Context: an optimization exercise on an open-source flow, tuned for small area, a short achievable clock period and few clock cycles per item. The choices shown serve that exercise and are no tape-out recipe. In this exercise RTL edits were held to simulation tests only and were not proved equivalent to the original. Power and IR drop assume default switching activity.

## design/flow/constraint.sdc

```tcl
create_clock -name core_clock -period 7.0 [get_ports {clk}]
set_input_delay 1.4000 -clock core_clock [delete_from_list [all_inputs] [get_ports {clk}]]
set_output_delay 1.4000 -clock core_clock [all_outputs]
set_load 0.01 [all_outputs]
```

## design/flow/run.sh

```bash
#!/bin/bash
# synth_recipe.tcl (not shown) runs the flow's synth.tcl, then flattens the netlist and writes it again
# the make line also repeats each setting of config.mk as NAME=value (left out here)
make -C /OpenROAD-flow-scripts/flow DESIGN_CONFIG=/design/flow/config.mk WORK_HOME=/design/flow/orfs CLKGATE_MAP_FILE= SYNTH_SCRIPT=/design/flow/synth_recipe.tcl finish
```

## design/flow/config.mk

```make
export PLATFORM = sky130hd
export DESIGN_NAME = matrix2x2_mult
export DESIGN_NICKNAME = matrix2x2_mult
export VERILOG_FILES = /design/flow/design.v
export SDC_FILE = /design/flow/constraint.sdc
export NUM_CORES = 4
export LEC_CHECK = 0
export CAP_MARGIN = 20
export CORE_MARGIN = 2
export CORE_UTILIZATION = 40
export SETUP_SLACK_MARGIN = 3.3
export SLEW_MARGIN = 20
export SYNTH_HIERARCHICAL = 1
export SYNTH_MINIMUM_KEEP_SIZE = 0
```

## design/flow/design.v

```verilog
`timescale 1ns / 1ps
module matrix2x2_mult (
    input       clk,
    input       rst,
    input       start,
    input [7:0]  a00, a01,
    input [7:0]  a10, a11,
    input [7:0]  b00, b01,
    input [7:0]  b10, b11,
    output [16:0] c00, c01,
    output [16:0] c10, c11,
    output done
);
reg [7:0] ra00, ra01, ra10, ra11, rb00, rb01, rb10, rb11;
reg v1, v2;
always @(posedge clk) begin
    ra00 <= a00; ra01 <= a01; ra10 <= a10; ra11 <= a11;
    rb00 <= b00; rb01 <= b01; rb10 <= b10; rb11 <= b11;
end
always @(posedge clk, posedge rst) begin
    if (rst) begin
        v1 <= 1'b0;
        v2 <= 1'b0;
    end else begin
        v1 <= start;
        v2 <= v1;
    end
end
wire [26:0] s00, s01, s10, s11;
mm_dot_s1 d00 (.x0(ra00), .y0(rb00), .x1(ra01), .y1(rb10), .s(s00));
mm_dot_s1 d01 (.x0(ra00), .y0(rb01), .x1(ra01), .y1(rb11), .s(s01));
mm_dot_s1 d10 (.x0(ra10), .y0(rb00), .x1(ra11), .y1(rb10), .s(s10));
mm_dot_s1 d11 (.x0(ra10), .y0(rb01), .x1(ra11), .y1(rb11), .s(s11));
reg [26:0] q00, q01, q10, q11;
always @(posedge clk) begin
    q00 <= s00; q01 <= s01; q10 <= s10; q11 <= s11;
end
mm_dot_s2 e00 (.s(q00), .c(c00));
mm_dot_s2 e01 (.s(q01), .c(c01));
mm_dot_s2 e10 (.s(q10), .c(c10));
mm_dot_s2 e11 (.s(q11), .c(c11));
assign done = v2;
endmodule
module mm_dot_s1 (
  input  [7:0] x0, y0, x1, y1,
  output [26:0] s
);
  wire p_x0_0_0;
  mm_nand n_x0_0_0 (.a(x0[0]), .b(y0[0]), .y(p_x0_0_0));
  wire p_x0_0_1;
  mm_nand n_x0_0_1 (.a(x0[0]), .b(y0[1]), .y(p_x0_0_1));
  wire p_x0_0_2;
  mm_nand n_x0_0_2 (.a(x0[0]), .b(y0[2]), .y(p_x0_0_2));
  wire p_x0_0_3;
  mm_nand n_x0_0_3 (.a(x0[0]), .b(y0[3]), .y(p_x0_0_3));
  wire p_x0_0_4;
  mm_nand n_x0_0_4 (.a(x0[0]), .b(y0[4]), .y(p_x0_0_4));
  wire p_x0_0_5;
  mm_nand n_x0_0_5 (.a(x0[0]), .b(y0[5]), .y(p_x0_0_5));
  wire p_x0_0_6;
  mm_nand n_x0_0_6 (.a(x0[0]), .b(y0[6]), .y(p_x0_0_6));
  wire p_x0_0_7;
  mm_nand n_x0_0_7 (.a(x0[0]), .b(y0[7]), .y(p_x0_0_7));
  wire p_x0_1_0;
  mm_nand n_x0_1_0 (.a(x0[1]), .b(y0[0]), .y(p_x0_1_0));
  wire p_x0_1_1;
  mm_nand n_x0_1_1 (.a(x0[1]), .b(y0[1]), .y(p_x0_1_1));
  wire p_x0_1_2;
  mm_nand n_x0_1_2 (.a(x0[1]), .b(y0[2]), .y(p_x0_1_2));
  wire p_x0_1_3;
  mm_nand n_x0_1_3 (.a(x0[1]), .b(y0[3]), .y(p_x0_1_3));
  wire p_x0_1_4;
  mm_nand n_x0_1_4 (.a(x0[1]), .b(y0[4]), .y(p_x0_1_4));
  wire p_x0_1_5;
  mm_nand n_x0_1_5 (.a(x0[1]), .b(y0[5]), .y(p_x0_1_5));
  wire p_x0_1_6;
  mm_nand n_x0_1_6 (.a(x0[1]), .b(y0[6]), .y(p_x0_1_6));
  wire p_x0_1_7;
  mm_nand n_x0_1_7 (.a(x0[1]), .b(y0[7]), .y(p_x0_1_7));
  wire p_x0_2_0;
  mm_nand n_x0_2_0 (.a(x0[2]), .b(y0[0]), .y(p_x0_2_0));
  wire p_x0_2_1;
  mm_nand n_x0_2_1 (.a(x0[2]), .b(y0[1]), .y(p_x0_2_1));
  wire p_x0_2_2;
  mm_nand n_x0_2_2 (.a(x0[2]), .b(y0[2]), .y(p_x0_2_2));
  wire p_x0_2_3;
  mm_nand n_x0_2_3 (.a(x0[2]), .b(y0[3]), .y(p_x0_2_3));
  wire p_x0_2_4;
  mm_nand n_x0_2_4 (.a(x0[2]), .b(y0[4]), .y(p_x0_2_4));
  wire p_x0_2_5;
  mm_nand n_x0_2_5 (.a(x0[2]), .b(y0[5]), .y(p_x0_2_5));
  wire p_x0_2_6;
  mm_nand n_x0_2_6 (.a(x0[2]), .b(y0[6]), .y(p_x0_2_6));
  wire p_x0_2_7;
  mm_nand n_x0_2_7 (.a(x0[2]), .b(y0[7]), .y(p_x0_2_7));
  wire p_x0_3_0;
  mm_nand n_x0_3_0 (.a(x0[3]), .b(y0[0]), .y(p_x0_3_0));
  wire p_x0_3_1;
  mm_nand n_x0_3_1 (.a(x0[3]), .b(y0[1]), .y(p_x0_3_1));
  wire p_x0_3_2;
  mm_nand n_x0_3_2 (.a(x0[3]), .b(y0[2]), .y(p_x0_3_2));
  wire p_x0_3_3;
  mm_nand n_x0_3_3 (.a(x0[3]), .b(y0[3]), .y(p_x0_3_3));
  wire p_x0_3_4;
  mm_nand n_x0_3_4 (.a(x0[3]), .b(y0[4]), .y(p_x0_3_4));
  wire p_x0_3_5;
  mm_nand n_x0_3_5 (.a(x0[3]), .b(y0[5]), .y(p_x0_3_5));
  wire p_x0_3_6;
  mm_nand n_x0_3_6 (.a(x0[3]), .b(y0[6]), .y(p_x0_3_6));
  wire p_x0_3_7;
  mm_nand n_x0_3_7 (.a(x0[3]), .b(y0[7]), .y(p_x0_3_7));
  wire p_x0_4_0;
  mm_nand n_x0_4_0 (.a(x0[4]), .b(y0[0]), .y(p_x0_4_0));
  wire p_x0_4_1;
  mm_nand n_x0_4_1 (.a(x0[4]), .b(y0[1]), .y(p_x0_4_1));
  wire p_x0_4_2;
  mm_nand n_x0_4_2 (.a(x0[4]), .b(y0[2]), .y(p_x0_4_2));
  wire p_x0_4_3;
  mm_nand n_x0_4_3 (.a(x0[4]), .b(y0[3]), .y(p_x0_4_3));
  wire p_x0_4_4;
  mm_nand n_x0_4_4 (.a(x0[4]), .b(y0[4]), .y(p_x0_4_4));
  wire p_x0_4_5;
  mm_nand n_x0_4_5 (.a(x0[4]), .b(y0[5]), .y(p_x0_4_5));
  wire p_x0_4_6;
  mm_nand n_x0_4_6 (.a(x0[4]), .b(y0[6]), .y(p_x0_4_6));
  wire p_x0_4_7;
  mm_nand n_x0_4_7 (.a(x0[4]), .b(y0[7]), .y(p_x0_4_7));
  wire p_x0_5_0;
  mm_nand n_x0_5_0 (.a(x0[5]), .b(y0[0]), .y(p_x0_5_0));
  wire p_x0_5_1;
  mm_nand n_x0_5_1 (.a(x0[5]), .b(y0[1]), .y(p_x0_5_1));
  wire p_x0_5_2;
  mm_nand n_x0_5_2 (.a(x0[5]), .b(y0[2]), .y(p_x0_5_2));
  wire p_x0_5_3;
  mm_nand n_x0_5_3 (.a(x0[5]), .b(y0[3]), .y(p_x0_5_3));
  wire p_x0_5_4;
  mm_nand n_x0_5_4 (.a(x0[5]), .b(y0[4]), .y(p_x0_5_4));
  wire p_x0_5_5;
  mm_nand n_x0_5_5 (.a(x0[5]), .b(y0[5]), .y(p_x0_5_5));
  wire p_x0_5_6;
  mm_nand n_x0_5_6 (.a(x0[5]), .b(y0[6]), .y(p_x0_5_6));
  wire p_x0_5_7;
  mm_nand n_x0_5_7 (.a(x0[5]), .b(y0[7]), .y(p_x0_5_7));
  wire p_x0_6_0;
  mm_nand n_x0_6_0 (.a(x0[6]), .b(y0[0]), .y(p_x0_6_0));
  wire p_x0_6_1;
  mm_nand n_x0_6_1 (.a(x0[6]), .b(y0[1]), .y(p_x0_6_1));
  wire p_x0_6_2;
  mm_nand n_x0_6_2 (.a(x0[6]), .b(y0[2]), .y(p_x0_6_2));
  wire p_x0_6_3;
  mm_nand n_x0_6_3 (.a(x0[6]), .b(y0[3]), .y(p_x0_6_3));
  wire p_x0_6_4;
  mm_nand n_x0_6_4 (.a(x0[6]), .b(y0[4]), .y(p_x0_6_4));
  wire p_x0_6_5;
  mm_nand n_x0_6_5 (.a(x0[6]), .b(y0[5]), .y(p_x0_6_5));
  wire p_x0_6_6;
  mm_nand n_x0_6_6 (.a(x0[6]), .b(y0[6]), .y(p_x0_6_6));
  wire p_x0_6_7;
  mm_nand n_x0_6_7 (.a(x0[6]), .b(y0[7]), .y(p_x0_6_7));
  wire p_x0_7_0;
  mm_nand n_x0_7_0 (.a(x0[7]), .b(y0[0]), .y(p_x0_7_0));
  wire p_x0_7_1;
  mm_nand n_x0_7_1 (.a(x0[7]), .b(y0[1]), .y(p_x0_7_1));
  wire p_x0_7_2;
  mm_nand n_x0_7_2 (.a(x0[7]), .b(y0[2]), .y(p_x0_7_2));
  wire p_x0_7_3;
  mm_nand n_x0_7_3 (.a(x0[7]), .b(y0[3]), .y(p_x0_7_3));
  wire p_x0_7_4;
  mm_nand n_x0_7_4 (.a(x0[7]), .b(y0[4]), .y(p_x0_7_4));
  wire p_x0_7_5;
  mm_nand n_x0_7_5 (.a(x0[7]), .b(y0[5]), .y(p_x0_7_5));
  wire p_x0_7_6;
  mm_nand n_x0_7_6 (.a(x0[7]), .b(y0[6]), .y(p_x0_7_6));
  wire p_x0_7_7;
  mm_nand n_x0_7_7 (.a(x0[7]), .b(y0[7]), .y(p_x0_7_7));
  wire p_x1_0_0;
  mm_nand n_x1_0_0 (.a(x1[0]), .b(y1[0]), .y(p_x1_0_0));
  wire p_x1_0_1;
  mm_nand n_x1_0_1 (.a(x1[0]), .b(y1[1]), .y(p_x1_0_1));
  wire p_x1_0_2;
  mm_nand n_x1_0_2 (.a(x1[0]), .b(y1[2]), .y(p_x1_0_2));
  wire p_x1_0_3;
  mm_nand n_x1_0_3 (.a(x1[0]), .b(y1[3]), .y(p_x1_0_3));
  wire p_x1_0_4;
  mm_nand n_x1_0_4 (.a(x1[0]), .b(y1[4]), .y(p_x1_0_4));
  wire p_x1_0_5;
  mm_nand n_x1_0_5 (.a(x1[0]), .b(y1[5]), .y(p_x1_0_5));
  wire p_x1_0_6;
  mm_nand n_x1_0_6 (.a(x1[0]), .b(y1[6]), .y(p_x1_0_6));
  wire p_x1_0_7;
  mm_nand n_x1_0_7 (.a(x1[0]), .b(y1[7]), .y(p_x1_0_7));
  wire p_x1_1_0;
  mm_nand n_x1_1_0 (.a(x1[1]), .b(y1[0]), .y(p_x1_1_0));
  wire p_x1_1_1;
  mm_nand n_x1_1_1 (.a(x1[1]), .b(y1[1]), .y(p_x1_1_1));
  wire p_x1_1_2;
  mm_nand n_x1_1_2 (.a(x1[1]), .b(y1[2]), .y(p_x1_1_2));
  wire p_x1_1_3;
  mm_nand n_x1_1_3 (.a(x1[1]), .b(y1[3]), .y(p_x1_1_3));
  wire p_x1_1_4;
  mm_nand n_x1_1_4 (.a(x1[1]), .b(y1[4]), .y(p_x1_1_4));
  wire p_x1_1_5;
  mm_nand n_x1_1_5 (.a(x1[1]), .b(y1[5]), .y(p_x1_1_5));
  wire p_x1_1_6;
  mm_nand n_x1_1_6 (.a(x1[1]), .b(y1[6]), .y(p_x1_1_6));
  wire p_x1_1_7;
  mm_nand n_x1_1_7 (.a(x1[1]), .b(y1[7]), .y(p_x1_1_7));
  wire p_x1_2_0;
  mm_nand n_x1_2_0 (.a(x1[2]), .b(y1[0]), .y(p_x1_2_0));
  wire p_x1_2_1;
  mm_nand n_x1_2_1 (.a(x1[2]), .b(y1[1]), .y(p_x1_2_1));
  wire p_x1_2_2;
  mm_nand n_x1_2_2 (.a(x1[2]), .b(y1[2]), .y(p_x1_2_2));
  wire p_x1_2_3;
  mm_nand n_x1_2_3 (.a(x1[2]), .b(y1[3]), .y(p_x1_2_3));
  wire p_x1_2_4;
  mm_nand n_x1_2_4 (.a(x1[2]), .b(y1[4]), .y(p_x1_2_4));
  wire p_x1_2_5;
  mm_nand n_x1_2_5 (.a(x1[2]), .b(y1[5]), .y(p_x1_2_5));
  wire p_x1_2_6;
  mm_nand n_x1_2_6 (.a(x1[2]), .b(y1[6]), .y(p_x1_2_6));
  wire p_x1_2_7;
  mm_nand n_x1_2_7 (.a(x1[2]), .b(y1[7]), .y(p_x1_2_7));
  wire p_x1_3_0;
  mm_nand n_x1_3_0 (.a(x1[3]), .b(y1[0]), .y(p_x1_3_0));
  wire p_x1_3_1;
  mm_nand n_x1_3_1 (.a(x1[3]), .b(y1[1]), .y(p_x1_3_1));
  wire p_x1_3_2;
  mm_nand n_x1_3_2 (.a(x1[3]), .b(y1[2]), .y(p_x1_3_2));
  wire p_x1_3_3;
  mm_nand n_x1_3_3 (.a(x1[3]), .b(y1[3]), .y(p_x1_3_3));
  wire p_x1_3_4;
  mm_nand n_x1_3_4 (.a(x1[3]), .b(y1[4]), .y(p_x1_3_4));
  wire p_x1_3_5;
  mm_nand n_x1_3_5 (.a(x1[3]), .b(y1[5]), .y(p_x1_3_5));
  wire p_x1_3_6;
  mm_nand n_x1_3_6 (.a(x1[3]), .b(y1[6]), .y(p_x1_3_6));
  wire p_x1_3_7;
  mm_nand n_x1_3_7 (.a(x1[3]), .b(y1[7]), .y(p_x1_3_7));
  wire p_x1_4_0;
  mm_nand n_x1_4_0 (.a(x1[4]), .b(y1[0]), .y(p_x1_4_0));
  wire p_x1_4_1;
  mm_nand n_x1_4_1 (.a(x1[4]), .b(y1[1]), .y(p_x1_4_1));
  wire p_x1_4_2;
  mm_nand n_x1_4_2 (.a(x1[4]), .b(y1[2]), .y(p_x1_4_2));
  wire p_x1_4_3;
  mm_nand n_x1_4_3 (.a(x1[4]), .b(y1[3]), .y(p_x1_4_3));
  wire p_x1_4_4;
  mm_nand n_x1_4_4 (.a(x1[4]), .b(y1[4]), .y(p_x1_4_4));
  wire p_x1_4_5;
  mm_nand n_x1_4_5 (.a(x1[4]), .b(y1[5]), .y(p_x1_4_5));
  wire p_x1_4_6;
  mm_nand n_x1_4_6 (.a(x1[4]), .b(y1[6]), .y(p_x1_4_6));
  wire p_x1_4_7;
  mm_nand n_x1_4_7 (.a(x1[4]), .b(y1[7]), .y(p_x1_4_7));
  wire p_x1_5_0;
  mm_nand n_x1_5_0 (.a(x1[5]), .b(y1[0]), .y(p_x1_5_0));
  wire p_x1_5_1;
  mm_nand n_x1_5_1 (.a(x1[5]), .b(y1[1]), .y(p_x1_5_1));
  wire p_x1_5_2;
  mm_nand n_x1_5_2 (.a(x1[5]), .b(y1[2]), .y(p_x1_5_2));
  wire p_x1_5_3;
  mm_nand n_x1_5_3 (.a(x1[5]), .b(y1[3]), .y(p_x1_5_3));
  wire p_x1_5_4;
  mm_nand n_x1_5_4 (.a(x1[5]), .b(y1[4]), .y(p_x1_5_4));
  wire p_x1_5_5;
  mm_nand n_x1_5_5 (.a(x1[5]), .b(y1[5]), .y(p_x1_5_5));
  wire p_x1_5_6;
  mm_nand n_x1_5_6 (.a(x1[5]), .b(y1[6]), .y(p_x1_5_6));
  wire p_x1_5_7;
  mm_nand n_x1_5_7 (.a(x1[5]), .b(y1[7]), .y(p_x1_5_7));
  wire p_x1_6_0;
  mm_nand n_x1_6_0 (.a(x1[6]), .b(y1[0]), .y(p_x1_6_0));
  wire p_x1_6_1;
  mm_nand n_x1_6_1 (.a(x1[6]), .b(y1[1]), .y(p_x1_6_1));
  wire p_x1_6_2;
  mm_nand n_x1_6_2 (.a(x1[6]), .b(y1[2]), .y(p_x1_6_2));
  wire p_x1_6_3;
  mm_nand n_x1_6_3 (.a(x1[6]), .b(y1[3]), .y(p_x1_6_3));
  wire p_x1_6_4;
  mm_nand n_x1_6_4 (.a(x1[6]), .b(y1[4]), .y(p_x1_6_4));
  wire p_x1_6_5;
  mm_nand n_x1_6_5 (.a(x1[6]), .b(y1[5]), .y(p_x1_6_5));
  wire p_x1_6_6;
  mm_nand n_x1_6_6 (.a(x1[6]), .b(y1[6]), .y(p_x1_6_6));
  wire p_x1_6_7;
  mm_nand n_x1_6_7 (.a(x1[6]), .b(y1[7]), .y(p_x1_6_7));
  wire p_x1_7_0;
  mm_nand n_x1_7_0 (.a(x1[7]), .b(y1[0]), .y(p_x1_7_0));
  wire p_x1_7_1;
  mm_nand n_x1_7_1 (.a(x1[7]), .b(y1[1]), .y(p_x1_7_1));
  wire p_x1_7_2;
  mm_nand n_x1_7_2 (.a(x1[7]), .b(y1[2]), .y(p_x1_7_2));
  wire p_x1_7_3;
  mm_nand n_x1_7_3 (.a(x1[7]), .b(y1[3]), .y(p_x1_7_3));
  wire p_x1_7_4;
  mm_nand n_x1_7_4 (.a(x1[7]), .b(y1[4]), .y(p_x1_7_4));
  wire p_x1_7_5;
  mm_nand n_x1_7_5 (.a(x1[7]), .b(y1[5]), .y(p_x1_7_5));
  wire p_x1_7_6;
  mm_nand n_x1_7_6 (.a(x1[7]), .b(y1[6]), .y(p_x1_7_6));
  wire p_x1_7_7;
  mm_nand n_x1_7_7 (.a(x1[7]), .b(y1[7]), .y(p_x1_7_7));
  wire c2;
  mm_xnor xn1 (.a(p_x0_0_0), .b(p_x1_0_0), .y(s[0]));
  mm_or or1 (.a(p_x0_0_0), .b(p_x1_0_0), .y(c2));
  wire s3, c4;
  mm_fa fa3 (.a(p_x0_0_1), .b(p_x0_1_0), .c(p_x1_0_1), .s(s3), .co(c4));
  wire c6;
  mm_fa fa5 (.a(p_x1_1_0), .b(c2), .c(s3), .s(s[1]), .co(c6));
  wire s7, c8;
  mm_fa fa7 (.a(p_x0_0_2), .b(p_x0_1_1), .c(p_x0_2_0), .s(s7), .co(c8));
  wire s9, c10;
  mm_fa fa9 (.a(p_x1_0_2), .b(p_x1_1_1), .c(p_x1_2_0), .s(s9), .co(c10));
  wire s11, c12;
  mm_fa fa11 (.a(c4), .b(s7), .c(s9), .s(s11), .co(c12));
  wire c14;
  mm_xnor xn13 (.a(c6), .b(s11), .y(s[2]));
  mm_or or13 (.a(c6), .b(s11), .y(c14));
  wire s15, c16;
  mm_fa fa15 (.a(p_x0_0_3), .b(p_x0_1_2), .c(p_x0_2_1), .s(s15), .co(c16));
  wire s17, c18;
  mm_fa fa17 (.a(p_x0_3_0), .b(p_x1_0_3), .c(p_x1_1_2), .s(s17), .co(c18));
  wire s19, c20;
  mm_fa fa19 (.a(p_x1_2_1), .b(p_x1_3_0), .c(c10), .s(s19), .co(c20));
  wire s21, c22;
  mm_fa fa21 (.a(c8), .b(s15), .c(s17), .s(s21), .co(c22));
  wire s23, c24;
  mm_fa fa23 (.a(s19), .b(c12), .c(s21), .s(s23), .co(c24));
  wire c26;
  mm_xnor xn25 (.a(c14), .b(s23), .y(s[3]));
  mm_or or25 (.a(c14), .b(s23), .y(c26));
  wire s27, c28;
  mm_fa fa27 (.a(p_x0_0_4), .b(p_x0_1_3), .c(p_x0_2_2), .s(s27), .co(c28));
  wire s29, c30;
  mm_fa fa29 (.a(p_x0_3_1), .b(p_x0_4_0), .c(p_x1_0_4), .s(s29), .co(c30));
  wire s31, c32;
  mm_fa fa31 (.a(p_x1_1_3), .b(p_x1_2_2), .c(p_x1_3_1), .s(s31), .co(c32));
  wire s33, c34;
  mm_fa fa33 (.a(p_x1_4_0), .b(c16), .c(c18), .s(s33), .co(c34));
  wire s35, c36;
  mm_fa fa35 (.a(s27), .b(s29), .c(s31), .s(s35), .co(c36));
  wire s37, c38;
  mm_fa fa37 (.a(c20), .b(s33), .c(c22), .s(s37), .co(c38));
  wire s39, c40;
  mm_fa fa39 (.a(s35), .b(c24), .c(s37), .s(s39), .co(c40));
  mm_xnor xn41 (.a(c26), .b(s39), .y(s[4]));
  mm_or or41 (.a(c26), .b(s39), .y(s[5]));
  wire s43, c44;
  mm_fa fa43 (.a(p_x0_0_5), .b(p_x0_1_4), .c(p_x0_2_3), .s(s43), .co(c44));
  wire s45, c46;
  mm_fa fa45 (.a(p_x0_3_2), .b(p_x0_4_1), .c(p_x0_5_0), .s(s45), .co(c46));
  wire s47, c48;
  mm_fa fa47 (.a(p_x1_0_5), .b(p_x1_1_4), .c(p_x1_2_3), .s(s47), .co(c48));
  wire s49, c50;
  mm_fa fa49 (.a(p_x1_3_2), .b(p_x1_4_1), .c(p_x1_5_0), .s(s49), .co(c50));
  wire s51, c52;
  mm_fa fa51 (.a(c28), .b(c30), .c(c32), .s(s51), .co(c52));
  wire s53, c54;
  mm_fa fa53 (.a(s43), .b(s45), .c(s47), .s(s53), .co(c54));
  wire s55, c56;
  mm_fa fa55 (.a(s49), .b(c34), .c(s51), .s(s55), .co(c56));
  wire s57, c58;
  mm_fa fa57 (.a(c36), .b(s53), .c(c38), .s(s57), .co(c58));
  mm_fa fa59 (.a(s55), .b(c40), .c(s57), .s(s[6]), .co(s[8]));
  wire s61, c62;
  mm_fa fa61 (.a(p_x0_0_6), .b(p_x0_1_5), .c(p_x0_2_4), .s(s61), .co(c62));
  wire s63, c64;
  mm_fa fa63 (.a(p_x0_3_3), .b(p_x0_4_2), .c(p_x0_5_1), .s(s63), .co(c64));
  wire s65, c66;
  mm_fa fa65 (.a(p_x0_6_0), .b(p_x1_0_6), .c(p_x1_1_5), .s(s65), .co(c66));
  wire s67, c68;
  mm_fa fa67 (.a(p_x1_2_4), .b(p_x1_3_3), .c(p_x1_4_2), .s(s67), .co(c68));
  wire s69, c70;
  mm_fa fa69 (.a(p_x1_5_1), .b(p_x1_6_0), .c(c44), .s(s69), .co(c70));
  wire s71, c72;
  mm_fa fa71 (.a(c46), .b(c48), .c(c50), .s(s71), .co(c72));
  wire s73, c74;
  mm_fa fa73 (.a(s61), .b(s63), .c(s65), .s(s73), .co(c74));
  wire s75, c76;
  mm_fa fa75 (.a(s67), .b(c52), .c(s69), .s(s75), .co(c76));
  wire s77, c78;
  mm_fa fa77 (.a(s71), .b(c54), .c(s73), .s(s77), .co(c78));
  wire s79, c80;
  mm_fa fa79 (.a(c56), .b(s75), .c(s77), .s(s79), .co(c80));
  wire c82;
  mm_xnor xn81 (.a(c58), .b(s79), .y(s[7]));
  mm_or or81 (.a(c58), .b(s79), .y(c82));
  wire s83, c84;
  mm_fa fa83 (.a(p_x0_0_7), .b(p_x0_1_6), .c(p_x0_2_5), .s(s83), .co(c84));
  wire s85, c86;
  mm_fa fa85 (.a(p_x0_3_4), .b(p_x0_4_3), .c(p_x0_5_2), .s(s85), .co(c86));
  wire s87, c88;
  mm_fa fa87 (.a(p_x0_6_1), .b(p_x0_7_0), .c(p_x1_0_7), .s(s87), .co(c88));
  wire s89, c90;
  mm_fa fa89 (.a(p_x1_1_6), .b(p_x1_2_5), .c(p_x1_3_4), .s(s89), .co(c90));
  wire s91, c92;
  mm_fa fa91 (.a(p_x1_4_3), .b(p_x1_5_2), .c(p_x1_6_1), .s(s91), .co(c92));
  wire s93, c94;
  mm_fa fa93 (.a(p_x1_7_0), .b(c62), .c(c64), .s(s93), .co(c94));
  wire s95, c96;
  mm_fa fa95 (.a(c66), .b(c68), .c(s83), .s(s95), .co(c96));
  wire s97, c98;
  mm_fa fa97 (.a(s85), .b(s87), .c(s89), .s(s97), .co(c98));
  wire s99, c100;
  mm_fa fa99 (.a(s91), .b(c70), .c(c72), .s(s99), .co(c100));
  wire s101, c102;
  mm_fa fa101 (.a(s93), .b(c74), .c(s95), .s(s101), .co(c102));
  wire s103, c104;
  mm_fa fa103 (.a(s97), .b(c76), .c(s99), .s(s103), .co(c104));
  wire c106;
  mm_fa fa105 (.a(c78), .b(s101), .c(s103), .s(s[9]), .co(c106));
  mm_xnor xn107 (.a(c80), .b(c82), .y(s[10]));
  mm_or or107 (.a(c80), .b(c82), .y(s[11]));
  wire s109, c110;
  mm_fa fa109 (.a(p_x0_1_7), .b(p_x0_2_6), .c(p_x0_3_5), .s(s109), .co(c110));
  wire s111, c112;
  mm_fa fa111 (.a(p_x0_4_4), .b(p_x0_5_3), .c(p_x0_6_2), .s(s111), .co(c112));
  wire s113, c114;
  mm_fa fa113 (.a(p_x0_7_1), .b(p_x1_1_7), .c(p_x1_2_6), .s(s113), .co(c114));
  wire s115, c116;
  mm_fa fa115 (.a(p_x1_3_5), .b(p_x1_4_4), .c(p_x1_5_3), .s(s115), .co(c116));
  wire s117, c118;
  mm_fa fa117 (.a(p_x1_6_2), .b(p_x1_7_1), .c(c84), .s(s117), .co(c118));
  wire s119, c120;
  mm_fa fa119 (.a(c86), .b(c88), .c(c90), .s(s119), .co(c120));
  wire s121, c122;
  mm_fa fa121 (.a(c92), .b(s109), .c(s111), .s(s121), .co(c122));
  wire s123, c124;
  mm_fa fa123 (.a(s113), .b(s115), .c(c94), .s(s123), .co(c124));
  wire s125, c126;
  mm_fa fa125 (.a(s117), .b(s119), .c(c96), .s(s125), .co(c126));
  wire s127, c128;
  mm_fa fa127 (.a(c98), .b(s121), .c(c100), .s(s127), .co(c128));
  wire s129, c130;
  mm_fa fa129 (.a(s123), .b(c102), .c(s125), .s(s129), .co(c130));
  wire s131, c132;
  mm_fa fa131 (.a(c104), .b(s127), .c(s129), .s(s131), .co(c132));
  wire c134;
  mm_xnor xn133 (.a(c106), .b(s131), .y(s[12]));
  mm_or or133 (.a(c106), .b(s131), .y(c134));
  wire s135, c136;
  mm_fa fa135 (.a(p_x0_2_7), .b(p_x0_3_6), .c(p_x0_4_5), .s(s135), .co(c136));
  wire s137, c138;
  mm_fa fa137 (.a(p_x0_5_4), .b(p_x0_6_3), .c(p_x0_7_2), .s(s137), .co(c138));
  wire s139, c140;
  mm_fa fa139 (.a(p_x1_2_7), .b(p_x1_3_6), .c(p_x1_4_5), .s(s139), .co(c140));
  wire s141, c142;
  mm_fa fa141 (.a(p_x1_5_4), .b(p_x1_6_3), .c(p_x1_7_2), .s(s141), .co(c142));
  wire s143, c144;
  mm_fa fa143 (.a(c110), .b(c112), .c(c114), .s(s143), .co(c144));
  wire s145, c146;
  mm_fa fa145 (.a(c116), .b(s135), .c(s137), .s(s145), .co(c146));
  wire s147, c148;
  mm_fa fa147 (.a(s139), .b(s141), .c(c118), .s(s147), .co(c148));
  wire s149, c150;
  mm_fa fa149 (.a(c120), .b(s143), .c(c122), .s(s149), .co(c150));
  wire s151, c152;
  mm_fa fa151 (.a(s145), .b(c124), .c(c126), .s(s151), .co(c152));
  wire s153, c154;
  mm_fa fa153 (.a(s147), .b(s149), .c(c128), .s(s153), .co(c154));
  wire c156;
  mm_fa fa155 (.a(c130), .b(s151), .c(s153), .s(s[13]), .co(c156));
  mm_xnor xn157 (.a(c132), .b(c134), .y(s[14]));
  mm_or or157 (.a(c132), .b(c134), .y(s[15]));
  wire s159, c160;
  mm_fa fa159 (.a(p_x0_3_7), .b(p_x0_4_6), .c(p_x0_5_5), .s(s159), .co(c160));
  wire s161, c162;
  mm_fa fa161 (.a(p_x0_6_4), .b(p_x0_7_3), .c(p_x1_3_7), .s(s161), .co(c162));
  wire s163, c164;
  mm_fa fa163 (.a(p_x1_4_6), .b(p_x1_5_5), .c(p_x1_6_4), .s(s163), .co(c164));
  wire s165, c166;
  mm_fa fa165 (.a(p_x1_7_3), .b(c136), .c(c138), .s(s165), .co(c166));
  wire s167, c168;
  mm_fa fa167 (.a(c140), .b(c142), .c(s159), .s(s167), .co(c168));
  wire s169, c170;
  mm_fa fa169 (.a(s161), .b(s163), .c(c144), .s(s169), .co(c170));
  wire s171, c172;
  mm_fa fa171 (.a(s165), .b(c146), .c(s167), .s(s171), .co(c172));
  wire s173, c174;
  mm_fa fa173 (.a(c148), .b(c150), .c(s169), .s(s173), .co(c174));
  wire s175, c176;
  mm_fa fa175 (.a(s171), .b(c152), .c(s173), .s(s175), .co(c176));
  mm_fa fa177 (.a(c154), .b(s175), .c(c156), .s(s[16]), .co(s[18]));
  wire s179, c180;
  mm_fa fa179 (.a(p_x0_4_7), .b(p_x0_5_6), .c(p_x0_6_5), .s(s179), .co(c180));
  wire s181, c182;
  mm_fa fa181 (.a(p_x0_7_4), .b(p_x1_4_7), .c(p_x1_5_6), .s(s181), .co(c182));
  wire s183, c184;
  mm_fa fa183 (.a(p_x1_6_5), .b(p_x1_7_4), .c(c160), .s(s183), .co(c184));
  wire s185, c186;
  mm_fa fa185 (.a(c162), .b(c164), .c(s179), .s(s185), .co(c186));
  wire s187, c188;
  mm_fa fa187 (.a(s181), .b(c166), .c(s183), .s(s187), .co(c188));
  wire s189, c190;
  mm_fa fa189 (.a(c168), .b(s185), .c(c170), .s(s189), .co(c190));
  wire s191, c192;
  mm_fa fa191 (.a(s187), .b(c172), .c(c174), .s(s191), .co(c192));
  mm_fa fa193 (.a(s189), .b(c176), .c(s191), .s(s[17]), .co(s[19]));
  wire s195, c196;
  mm_fa fa195 (.a(p_x0_5_7), .b(p_x0_6_6), .c(p_x0_7_5), .s(s195), .co(c196));
  wire s197, c198;
  mm_fa fa197 (.a(p_x1_5_7), .b(p_x1_6_6), .c(p_x1_7_5), .s(s197), .co(c198));
  wire s199, c200;
  mm_fa fa199 (.a(c180), .b(c182), .c(s195), .s(s199), .co(c200));
  wire s201, c202;
  mm_fa fa201 (.a(s197), .b(c184), .c(c186), .s(s201), .co(c202));
  wire s203, c204;
  mm_fa fa203 (.a(s199), .b(c188), .c(s201), .s(s203), .co(c204));
  mm_fa fa205 (.a(c190), .b(s203), .c(c192), .s(s[20]), .co(s[22]));
  wire s207, c208;
  mm_fa fa207 (.a(p_x0_6_7), .b(p_x0_7_6), .c(p_x1_6_7), .s(s207), .co(c208));
  wire s209, c210;
  mm_fa fa209 (.a(p_x1_7_6), .b(c196), .c(c198), .s(s209), .co(c210));
  wire s211, c212;
  mm_fa fa211 (.a(s207), .b(s209), .c(c200), .s(s211), .co(c212));
  mm_fa fa213 (.a(c202), .b(s211), .c(c204), .s(s[21]), .co(s[24]));
  wire s215;
  mm_fa fa215 (.a(p_x0_7_7), .b(p_x1_7_7), .c(c208), .s(s215), .co(s[25]));
  mm_fa fa217 (.a(c210), .b(s215), .c(c212), .s(s[23]), .co(s[26]));
endmodule
module mm_dot_s2 (
  input  [26:0] s,
  output [16:0] c
);
  mm_inv u1 (.a(s[0]), .y(c[0]));
  mm_inv u2 (.a(s[1]), .y(c[1]));
  mm_inv u3 (.a(s[2]), .y(c[2]));
  mm_inv u4 (.a(s[3]), .y(c[3]));
  mm_inv u5 (.a(s[4]), .y(c[4]));
  wire g6;
  mm_nor u6 (.a(s[5]), .b(s[6]), .y(g6));
  mm_xor u7 (.a(s[5]), .b(s[6]), .y(c[5]));
  wire g8;
  mm_nor u8 (.a(s[7]), .b(s[8]), .y(g8));
  wire g9;
  mm_xor u9 (.a(s[7]), .b(s[8]), .y(g9));
  wire g10;
  mm_nor u10 (.a(s[9]), .b(s[10]), .y(g10));
  wire g11;
  mm_xor u11 (.a(s[9]), .b(s[10]), .y(g11));
  wire g12;
  mm_nor u12 (.a(s[11]), .b(s[12]), .y(g12));
  wire g13;
  mm_xor u13 (.a(s[11]), .b(s[12]), .y(g13));
  wire g14;
  mm_nor u14 (.a(s[13]), .b(s[14]), .y(g14));
  wire g15;
  mm_xor u15 (.a(s[13]), .b(s[14]), .y(g15));
  wire g16;
  mm_nor u16 (.a(s[15]), .b(s[16]), .y(g16));
  wire g17;
  mm_xor u17 (.a(s[15]), .b(s[16]), .y(g17));
  wire g18;
  mm_nor u18 (.a(s[17]), .b(s[18]), .y(g18));
  wire g19;
  mm_xor u19 (.a(s[17]), .b(s[18]), .y(g19));
  wire g20;
  mm_nor u20 (.a(s[19]), .b(s[20]), .y(g20));
  wire g21;
  mm_xor u21 (.a(s[19]), .b(s[20]), .y(g21));
  wire g22;
  mm_nor u22 (.a(s[21]), .b(s[22]), .y(g22));
  wire g23;
  mm_xor u23 (.a(s[21]), .b(s[22]), .y(g23));
  wire g24;
  mm_nor u24 (.a(s[23]), .b(s[24]), .y(g24));
  wire g25;
  mm_xor u25 (.a(s[23]), .b(s[24]), .y(g25));
  wire g26;
  mm_nor u26 (.a(s[25]), .b(s[26]), .y(g26));
  wire g27;
  mm_xor u27 (.a(s[25]), .b(s[26]), .y(g27));
  wire g28;
  mm_a21oi u28 (.a(g9), .b(g6), .c(g8), .y(g28));
  wire g29;
  mm_a21oi u29 (.a(g13), .b(g10), .c(g12), .y(g29));
  wire g30;
  mm_nand u30 (.a(g13), .b(g11), .y(g30));
  wire g31;
  mm_a21oi u31 (.a(g17), .b(g14), .c(g16), .y(g31));
  wire g32;
  mm_nand u32 (.a(g17), .b(g15), .y(g32));
  wire g33;
  mm_a21oi u33 (.a(g21), .b(g18), .c(g20), .y(g33));
  wire g34;
  mm_nand u34 (.a(g21), .b(g19), .y(g34));
  wire g35;
  mm_a21oi u35 (.a(g25), .b(g22), .c(g24), .y(g35));
  wire g36;
  mm_nand u36 (.a(g25), .b(g23), .y(g36));
  wire g37;
  mm_inv u37 (.a(g10), .y(g37));
  wire g38;
  mm_inv u38 (.a(g11), .y(g38));
  wire g39;
  mm_o21ai u39 (.a(g38), .b(g28), .c(g37), .y(g39));
  wire g40;
  mm_o21ai u40 (.a(g30), .b(g28), .c(g29), .y(g40));
  wire g41;
  mm_inv u41 (.a(g18), .y(g41));
  wire g42;
  mm_inv u42 (.a(g19), .y(g42));
  wire g43;
  mm_o21ai u43 (.a(g42), .b(g31), .c(g41), .y(g43));
  wire g44;
  mm_inv u44 (.a(g19), .y(g44));
  wire g45;
  mm_nor u45 (.a(g44), .b(g32), .y(g45));
  wire g46;
  mm_o21ai u46 (.a(g34), .b(g31), .c(g33), .y(g46));
  wire g47;
  mm_nor u47 (.a(g34), .b(g32), .y(g47));
  wire g48;
  mm_inv u48 (.a(g26), .y(g48));
  wire g49;
  mm_inv u49 (.a(g27), .y(g49));
  wire g50;
  mm_o21ai u50 (.a(g49), .b(g35), .c(g48), .y(g50));
  wire g51;
  mm_inv u51 (.a(g27), .y(g51));
  wire g52;
  mm_nor u52 (.a(g51), .b(g36), .y(g52));
  wire g53;
  mm_a21oi u53 (.a(g15), .b(g40), .c(g14), .y(g53));
  wire g54;
  mm_inv u54 (.a(g31), .y(g54));
  wire g55;
  mm_inv u55 (.a(g32), .y(g55));
  wire g56;
  mm_a21oi u56 (.a(g55), .b(g40), .c(g54), .y(g56));
  wire g57;
  mm_a21oi u57 (.a(g45), .b(g40), .c(g43), .y(g57));
  wire g58;
  mm_a21oi u58 (.a(g47), .b(g40), .c(g46), .y(g58));
  wire g59;
  mm_inv u59 (.a(g22), .y(g59));
  wire g60;
  mm_inv u60 (.a(g23), .y(g60));
  wire g61;
  mm_o21ai u61 (.a(g60), .b(g58), .c(g59), .y(g61));
  wire g62;
  mm_o21ai u62 (.a(g36), .b(g58), .c(g35), .y(g62));
  wire g63;
  mm_inv u63 (.a(g50), .y(g63));
  wire g64;
  mm_inv u64 (.a(g52), .y(g64));
  mm_o21ai u65 (.a(g64), .b(g58), .c(g63), .y(c[16]));
  mm_xor u66 (.a(g9), .b(g6), .y(c[6]));
  mm_xnor u67 (.a(g11), .b(g28), .y(c[7]));
  mm_xor u68 (.a(g13), .b(g39), .y(c[8]));
  mm_xor u69 (.a(g15), .b(g40), .y(c[9]));
  mm_xnor u70 (.a(g17), .b(g53), .y(c[10]));
  mm_xnor u71 (.a(g19), .b(g56), .y(c[11]));
  mm_xnor u72 (.a(g21), .b(g57), .y(c[12]));
  mm_xnor u73 (.a(g23), .b(g58), .y(c[13]));
  mm_xor u74 (.a(g25), .b(g61), .y(c[14]));
  mm_xor u75 (.a(g27), .b(g62), .y(c[15]));
endmodule
module mm_nand (input a, b, output y); assign y = ~(a & b); endmodule
module mm_nor (input a, b, output y); assign y = ~(a | b); endmodule
module mm_xor (input a, b, output y); assign y = a ^ b; endmodule
module mm_inv (input a, output y); assign y = ~a; endmodule
module mm_a21oi (input a, b, c, output y); assign y = ~((a & b) | c); endmodule
module mm_o21ai (input a, b, c, output y); assign y = ~((a | b) & c); endmodule
module mm_fa (
  input  a, b, c,
  output s, co
);
  assign s = a ^ b ^ c;
  assign co = (a & b) | (a & c) | (b & c);
endmodule
module mm_xnor (
  input  a, b,
  output y
);
  assign y = ~(a ^ b);
endmodule
module mm_or (
  input  a, b,
  output y
);
  assign y = a | b;
endmodule
```

==> results of run 1 <==
[worst max path at each step]
stage               depth (start not counted)      end     from
detailed placement                          8  q11[16]  rb11[5]
CTS                                         6   c11[8]   q11[8]
global route                                9  q00[15]  rb00[1]
global placement                            8  q00[16]  ra01[0]
finish                                     10  q01[15]  ra00[4]
floorplan                                   8  q00[16]  ra00[3]
[modules after synthesis, one instance, submodules excluded, excerpt]
| module | cells | times used |
|---|---|---|
| mm_nand | 1 | 528 |
| mm_a21oi | 1 | 36 |
| mm_xnor | 1 | 52 |
| mm_inv | 1 | 76 |
| mm_xor | 1 | 64 |
| matrix2x2_mult | 175 | 1 |
| mm_fa | 1 | 404 |
[flip-flops by register name, summed over array words and instances (netlist names)]
name / flops
rb01: 8
q01: 27
q00: 27
ra11: 8
rb00: 8
q10: 27
ra00: 8
v2: 1
rb11: 8
ra10: 8
q11: 27
v1: 1
ra01: 8
rb10: 8
[what timing repair did]
item	CTS	global route
cloned	0	0
resized for setup	193	74
setup buffers	114	72
setup endpoints to repair	73	34
pin swaps	16	31
[layout make-up]
class	count	share of cell area, %
Clock inverter	13	0.649
Inverter	77	1.40
Sequential cell	174	18.0
Timing Repair Buffer	324	14.4
Clock buffer	19	2.20
Tap cell	518	3.14
Multi-Input combinational cell	1204	60.2
[metrics by stage]
stage                     setup slack [ns]  area, sq um  cells  power (W)  utilization, %
final                                 3.31        20600   2329    0.00723            53.2
after detailed placement              2.83        17800   2111    0.00591            45.9
after floorplan                       3.32        15800   1455    0.00429               -
after global placement                2.91        17800   2111    0.00583            45.9
after global routing                  3.21        20600   2329    0.00791            53.2
after CTS                             3.21        19800   2257    0.00714            51.1
[power groups by stage]
stage | Combinational, W | Sequential, W | Clock [W]
2_1_floorplan | 0.00276 | 0.00153 | 0
3_3_place_gp | 0.00422 | 0.00161 | 0
3_5_place_dp | 0.00430 | 0.00162 | 0
4_1_cts | 0.00451 | 0.00162 | 0.00100
5_1_grt | 0.00520 | 0.00166 | 0.00105
6_report | 0.00463 | 0.00162 | 0.000975
[cells by family (layout without fill, tap and decap cells)]
kind of cell / after synthesis / count (layout)
AO/OA/AOI/OAI: 68 / 68
XOR/XNOR: 116 / 116
adder cells (fa/ha/maj): 404 / 404
buffers and inverters: 77 / 433
flip-flops: 174 / 174
AND/OR/NAND/NOR: 616 / 616
[routing by layer]
layer / vias to the layer above / GRT usage (%) / wire [microns] / part of all wire [%]
met5: - / 0.714 / 0 / 0
met3: 47 / 7.19 / 4980 / 11
met2: 613 / 32.6 / 19300 / 44
met1: 5962 / 32.0 / 19000 / 43
met4: 0 / 5.55 / 766 / 1.7
li1: 5060 / - / - / -
[layout by cell type (no fill, tap or decap), types with 4 or more instances in the layout]
cell | netlist | final
nand2_1 | 528 | 524
fa_1 | 404 | 383
buf_4 | 0 | 157
dfxtp_1 | 172 | 105
clkdlybuf4s50_1 | 0 | 102
inv_1 | 77 | 77
dfxtp_4 | 0 | 57
nor2_1 | 56 | 53
xnor2_1 | 52 | 47
xor2_1 | 64 | 35
or2_1 | 32 | 32
a21oi_2 | 36 | 30
xor2_2 | 0 | 28
o21ai_1 | 32 | 25
fa_2 | 0 | 21
dlygate4sd2_1 | 0 | 21
clkbuf_16 | 0 | 17
buf_12 | 0 | 16
dfxtp_2 | 0 | 10
buf_6 | 0 | 9
a21oi_4 | 0 | 6
inv_6 | 0 | 6
dlymetal6s2s_1 | 0 | 6
clkbuf_2 | 0 | 6
xnor2_2 | 0 | 5
inv_8 | 0 | 5
clkbuf_4 | 0 | 5
nand2_2 | 0 | 4
o21ai_4 | 0 | 4
==> results.sh, run 1 <==
export IMPL_synth_cell_types=11
export IMPL_clock_sinks=174
export IMPL_die_x_microns=202
export IMPL_layout_drive_gt1_share_pct=22.0
export IMPL_firstDrtPassIters=5
export IMPL_synth_ff_type="dfxtp_1"
export IMPL_synth_area_leaders="fa_1 51%, dfxtp_1 22%, nand2_1 13%, xor2_1 3.6%, xnor2_1 2.9%"
export IMPL_synth_commonest_cells="528 x nand2_1, 404 x fa_1, 172 x dfxtp_1, 77 x inv_1, 64 x xor2_1"
export IMPL_min_from="v1"
export IMPL_fin_crit_sh_pct=52.7
export IMPL_period_minus_slack_ns=3.69
export IMPL_cp_top_family="adder cells"
export IMPL_grt_pass1_wl_microns=69400
export IMPL_dieArea_sq_mm=0.0410
export IMPL_reg2reg_to="q01[15]"
export IMPL_wl_per_cell_microns=18.9
export IMPL_clkLatencyLatePin_ns=0.46
export IMPL_slew_viol_final=0
export IMPL_synth_adder_area_share_pct=51.3
export IMPL_arrival_ns=4.03
export IMPL_yosys_area_share_simple_pct=15.2
export IMPL_crit_top_cell="fa_1"
export IMPL_max_cap_viol_count=0
export IMPL_grt_total_usage_pct=22.2
export IMPL_synth_edf_count=0
export IMPL_cts_tree="built"
export IMPL_hold_class="reg2reg"
export IMPL_nets=2269
export IMPL_cts_reportedPaths_clkPinSlew_ns=0.08
export IMPL_async_reset_ff_share_pct=1.15
export IMPL_io_buffers=135
export IMPL_grt_max_degree=19
export IMPL_holdWs_ns=0.358
export IMPL_start_util_pct=40.7
export IMPL_syn2layout_area_growth_pct=30.9
export IMPL_netlist_area_leader_share_pct=51.3
export IMPL_grt_setup_unrepaired="true"
export IMPL_skew_ns=0.0143
export IMPL_design_core_area_sq_mm=0.0387
export IMPL_n_antenna_cell=0
export IMPL_drt_total_wl_microns=44100
export IMPL_gp_congestion=0.857
export IMPL_ys_ff_latch=174
export IMPL_r2r_cells=10
export IMPL_antenna_found_initial=1
export IMPL_power_frac_comb_pct=64.0
export IMPL_ant_nets=0
export IMPL_synth_largest_area_cell="fa_1"
export IMPL_drc_errors=0
export IMPL_synth_top_family_by_area="adder cells"
export IMPL_critPathSlowestCell="fa_1"
export IMPL_p_switching_w=0.00308
export IMPL_ys_seq_area_share_pct=22.2
export IMPL_worst_pin_slew_ns=0.467
export IMPL_cts_root_buf="clkbuf_16"
export IMPL_crit_fanout=6
export IMPL_crit_type="reg2reg"
export IMPL_hold_depth=0
export IMPL_slew_headroom_pct=68.9
export IMPL_synth_most_common_cell="nand2_1"
export IMPL_powerDensity_mw_per_mm2=351
export IMPL_register_area_sq_mm=0.00372
export IMPL_whs_endpoint="v2"
export IMPL_grt_overflow_total=0
export IMPL_worstPathRequired_ns=7.34
export IMPL_htree_levels=4
export IMPL_syn_nets=1926
export IMPL_clkPwrFrac_pct=13.5
export IMPL_synth_cells=1455
export IMPL_synth_compound_area_share_pct=3.02
export IMPL_status="complete, no violations"
export IMPL_vdd_drop_max_uv=274
export IMPL_drt_iter0_drc=855
export IMPL_io_pins=136
export IMPL_vias_per_cell=5.02
export IMPL_p_int_w=0.00415
export IMPL_multiInputGateArea_sq_mm=0.0124
export IMPL_rrSetupSlack_ns=3.31
export IMPL_muxShareOfSynthArea_pct=0
export IMPL_p_leak_nw=7.79
export IMPL_max_freq_mhz=271
export IMPL_first_global_vias=12791
export IMPL_n_fill_cell=3419
export IMPL_syn_avg_cell_area_sq_um=10.8
export IMPL_final_setup_tns_ns=0
export IMPL_hold_viol_final=0
export IMPL_cpPeakStageDelay_ns=0.57
export IMPL_synthXorXnorAreaFrac_pct=6.45
export IMPL_via_count=11682
export IMPL_cts_buffer_depth=2
export IMPL_r2r_start="ra00[4]"
export IMPL_worstSetupEndpointType="flop"
export IMPL_rows=72
export IMPL_start_kind="flop"
export IMPL_seqPwrFrac_pct=22.5
export IMPL_fp_dieH_microns=202
export IMPL_crit_chain="clkbuf_4, buf_4, nand2_1, fa_1, fa_1, fa_1, fa_1, fa_1, or2_1, or2_1"
export IMPL_cts_buffers=17
export IMPL_setup_viol=0
export IMPL_crit_buf_inv=2
export IMPL_netlist_area_sq_mm=0.0158
export IMPL_swShare_pct=42.6
export IMPL_ys_warnings_count=7
export IMPL_hpwl_microns=28500
export IMPL_ctsHoldBuffers=0
Testbench counts, summed over its fixed seeds: cycles 16,008, items 16,000.
==> run 2: changes to the inputs <==
--- a/design/flow/config.mk
+++ b/design/flow/config.mk
@@ -9,5 +9,4 @@
 export CORE_MARGIN = 2
 export CORE_UTILIZATION = 40
-export SETUP_SLACK_MARGIN = 3.3
 export SLEW_MARGIN = 20
 export SYNTH_HIERARCHICAL = 1
==> run 2 against run 1 <==
Net effect:
- still clean
- non-clock buffer count is 186 lower
- worst hold slack is essentially flat
- clock-buffer cell count is the same
- routed wire length decreased by 12%
- worst setup slack got worse by 0.79 ns
- critical path depth down 3
- combinational power fell by 9.1%
- critical path type is now reg2out
- largest cell class unchanged
==> results.sh, run 2 <==
export IMPL_hold_viol_final=0
export IMPL_die_x_microns=202
export IMPL_ant_nets=0
export IMPL_slew_viol_final=0
export IMPL_clkLatencyLatePin_ns=0.46
export IMPL_period_minus_slack_ns=4.47
export IMPL_syn_nets=1926
export IMPL_post_cts_resized=0
export IMPL_wl_per_cell_microns=18.2
export IMPL_worstPathRequired_ns=5.60
export IMPL_grt_total_usage_pct=20.5
export IMPL_nets=2083
export IMPL_async_reset_ff_share_pct=1.15
export IMPL_r2r_cells=8
export IMPL_synth_edf_count=0
export IMPL_drt_iter0_drc=834
export IMPL_synth_commonest_cells="528 x nand2_1, 404 x fa_1, 172 x dfxtp_1, 77 x inv_1, 64 x xor2_1"
export IMPL_start_kind="flop"
export IMPL_total_power_w=0.00678
export IMPL_dp_cells=2111
export IMPL_dieArea_sq_mm=0.0410
export IMPL_htree_levels=4
export IMPL_ctsHoldBuffers=0
export IMPL_cts_buffers=17
export IMPL_cts_buffer_depth=2
export IMPL_io_pins=136
export IMPL_netlist_area_leader_share_pct=51.3
export IMPL_clock_sinks=174
export IMPL_rows=72
export IMPL_layout_drive_gt1_share_pct=4.37
export IMPL_max_cap_viol_count=0
export IMPL_worst_pin_slew_ns=0.929
export IMPL_vdd_drop_max_uv=398
export IMPL_grt_pass1_wl_microns=64600
export IMPL_max_freq_mhz=224
export IMPL_synth_largest_area_cell="fa_1"
export IMPL_synth_ff_type="dfxtp_1"
export IMPL_ys_warnings_count=7
export IMPL_synth_cell_types=11
export IMPL_fp_dieH_microns=202
export IMPL_io_buffers=135
export IMPL_via_count=10680
export IMPL_most_common_layout_cells="528 x nand2_1, 404 x fa_1, 172 x dfxtp_1"
export IMPL_syn2layout_area_growth_pct=16.6
export IMPL_cts_tree="built"
export IMPL_ys_seq_area_share_pct=22.2
export IMPL_syn_avg_cell_area_sq_um=10.8
export IMPL_fin_ws_ns=2.53
export IMPL_slew_headroom_pct=38.0
export IMPL_vias_per_cell=4.98
export IMPL_fin_crit_sh_pct=63.9
export IMPL_hold_class="reg2reg"
export IMPL_grt_setup_unrepaired="false"
export IMPL_hold_depth=0
export IMPL_status="complete, no violations"
export IMPL_cts_root_buf="clkbuf_16"
export IMPL_drt_total_wl_microns=39000
export IMPL_layout_commonest_cell="nand2_1"
export IMPL_crit_fanout=5
export IMPL_arrival_ns=3.07
export IMPL_final_cells=2143
export IMPL_grt_max_degree=19
export IMPL_netlist_area_sq_mm=0.0158
export IMPL_start_util_pct=40.7
export IMPL_first_global_vias=11996
export IMPL_powerDensity_mw_per_mm2=369
export IMPL_synth_most_common_cell="nand2_1"
export IMPL_synth_area_leaders="fa_1 51%, dfxtp_1 22%, nand2_1 13%, xor2_1 3.6%, xnor2_1 2.9%"
export IMPL_drc_errors=0
export IMPL_place_ws_ns=2.83
export IMPL_worstSetupEndpointType="primary output"
export IMPL_final_setup_tns_ns=0
export IMPL_firstDrtPassIters=7
export IMPL_p_leak_nw=6.59
export IMPL_cts_reportedPaths_clkPinSlew_ns=0.08
export IMPL_ys_ff_latch=174
export IMPL_antenna_found_initial=1
export IMPL_grt_overflow_total=0
export IMPL_setup_viol=0
export IMPL_gp_congestion=0.857
export IMPL_skew_ns=0.0120
export IMPL_n_fill_cell=3621
export IMPL_synth_cells=1455
export IMPL_cts_setup_buffers=0
export IMPL_n_antenna_cell=0
export IMPL_crit_type="reg2out"
export IMPL_hpwl_microns=28500
export IMPL_design_core_area_sq_mm=0.0387
export IMPL_holdWs_ns=0.358
-- run 2: routing by layer --
layer  vias to the layer above  part of all wire [%]  GRT usage [%]
met1                      5473                    46           30.5
li1                       4693                     -              -
met5                         -                     0          0.357
met4                         0                   1.4           5.16
met3                        30                   9.1           4.94
met2                       484                    43           30.1
-- run 2: layout make-up --
type | instances | area, sq um | area share, %
multi-input combinational | 1204 | 12000 | 65.2
sequential | 174 | 3490 | 19.0
timing repair buffer | 138 | 1370 | 7.48
tap | 518 | 648 | 3.53
clock buffer | 19 | 453 | 2.47
inverter | 77 | 289 | 1.57
clock inverter | 13 | 134 | 0.729
-- run 2: worst max-delay path, cell delays in order (launching register included) --
cell             delay, ns
dfxtp_1               0.36
xor2_1                0.25
a21oi_2               0.14
o21ai_1               0.68
a21oi_2               0.22
o21ai_1               0.22
xor2_1                0.18
clkdlybuf4s50_1       0.56
-- run 2: cell families (layout without fill, tap and decap cells) --
group                      after synthesis  count (layout)  share of synthesized area [%]
AOI/OAI and AO/OA                       68              68                           3.02
xor gates and xnor gates               116             116                           6.45
adders and majority gates              404             404                           51.3
buffers and inverters                   77             247                           1.83
DFF                                    174             174                           22.2
and+or+nand+nor                        616             616                           15.2
-- run 2: worst paths after layout --
kind / start / to / slack, ns
setup / recovery: q11[8] / c11[14] / 2.53
hold / removal: v1 / v2 / 0.36
setup reg to reg: rb01[4] / q11[16] / 2.80
hold reg to reg: v1 / v2 / 0.36
max in group asynchronous: rst / v2 / 5.80
min in group asynchronous: rst / v1 / 1.09
-- run 2: stage by stage --
step	util, %	area (sq um)
finish	47.4	18400
global route	47.4	18400
CTS	47.4	18400
detailed placement	45.9	17800
global placement	45.9	17800
floorplan	-	15800
-- run 2: per-module statistics from Yosys (local to each module, per instance), a selection --
module | times used | cells
mm_or | 32 | 1
mm_a21oi | 36 | 1
mm_inv | 76 | 1
mm_fa | 404 | 1
mm_nor | 56 | 1
matrix2x2_mult | 1 | 175
mm_xnor | 52 | 1
mm_o21ai | 32 | 1
mm_nand | 528 | 1
mm_xor | 64 | 1
-- run 2: where the power goes --
group	internal [W]	switching, W
Combinational	0.00214	0.00207
Clock	0.000496	0.000474
Sequential	0.00133	0.000274
Total	0.00396	0.00282

static timing again, ports no longer ideal:
In the flow no input, the clock included, has a driving cell. The finished layouts below were timed again as built, in two steps. Step 1, drivers: a clkbuf_16 drives clk and a buf_2 each remaining input, both assumed. Step 2 adds t to the input delays and takes it off the output delays; t is the mean of the earliest and latest rising clock arrival at the registers after step 1. Input paths then give back, and output paths get back, about the clock's delay inside the block. a / b / c = no drivers / after step 1 / after step 2; a / b = the first two.
| run | shift t [ns] | setup slack, ns | slew at the worst register clock pin (ns) |
|---|---|---|---|
| run 1 | 0.506 | 3.311 / 3.311 / 3.311 | 0.08 / 0.08 |
| run 2 | 0.504 | 2.526 / 2.474 / 2.796 | 0.08 / 0.08 |
After both steps setup and hold are still met in every run listed.
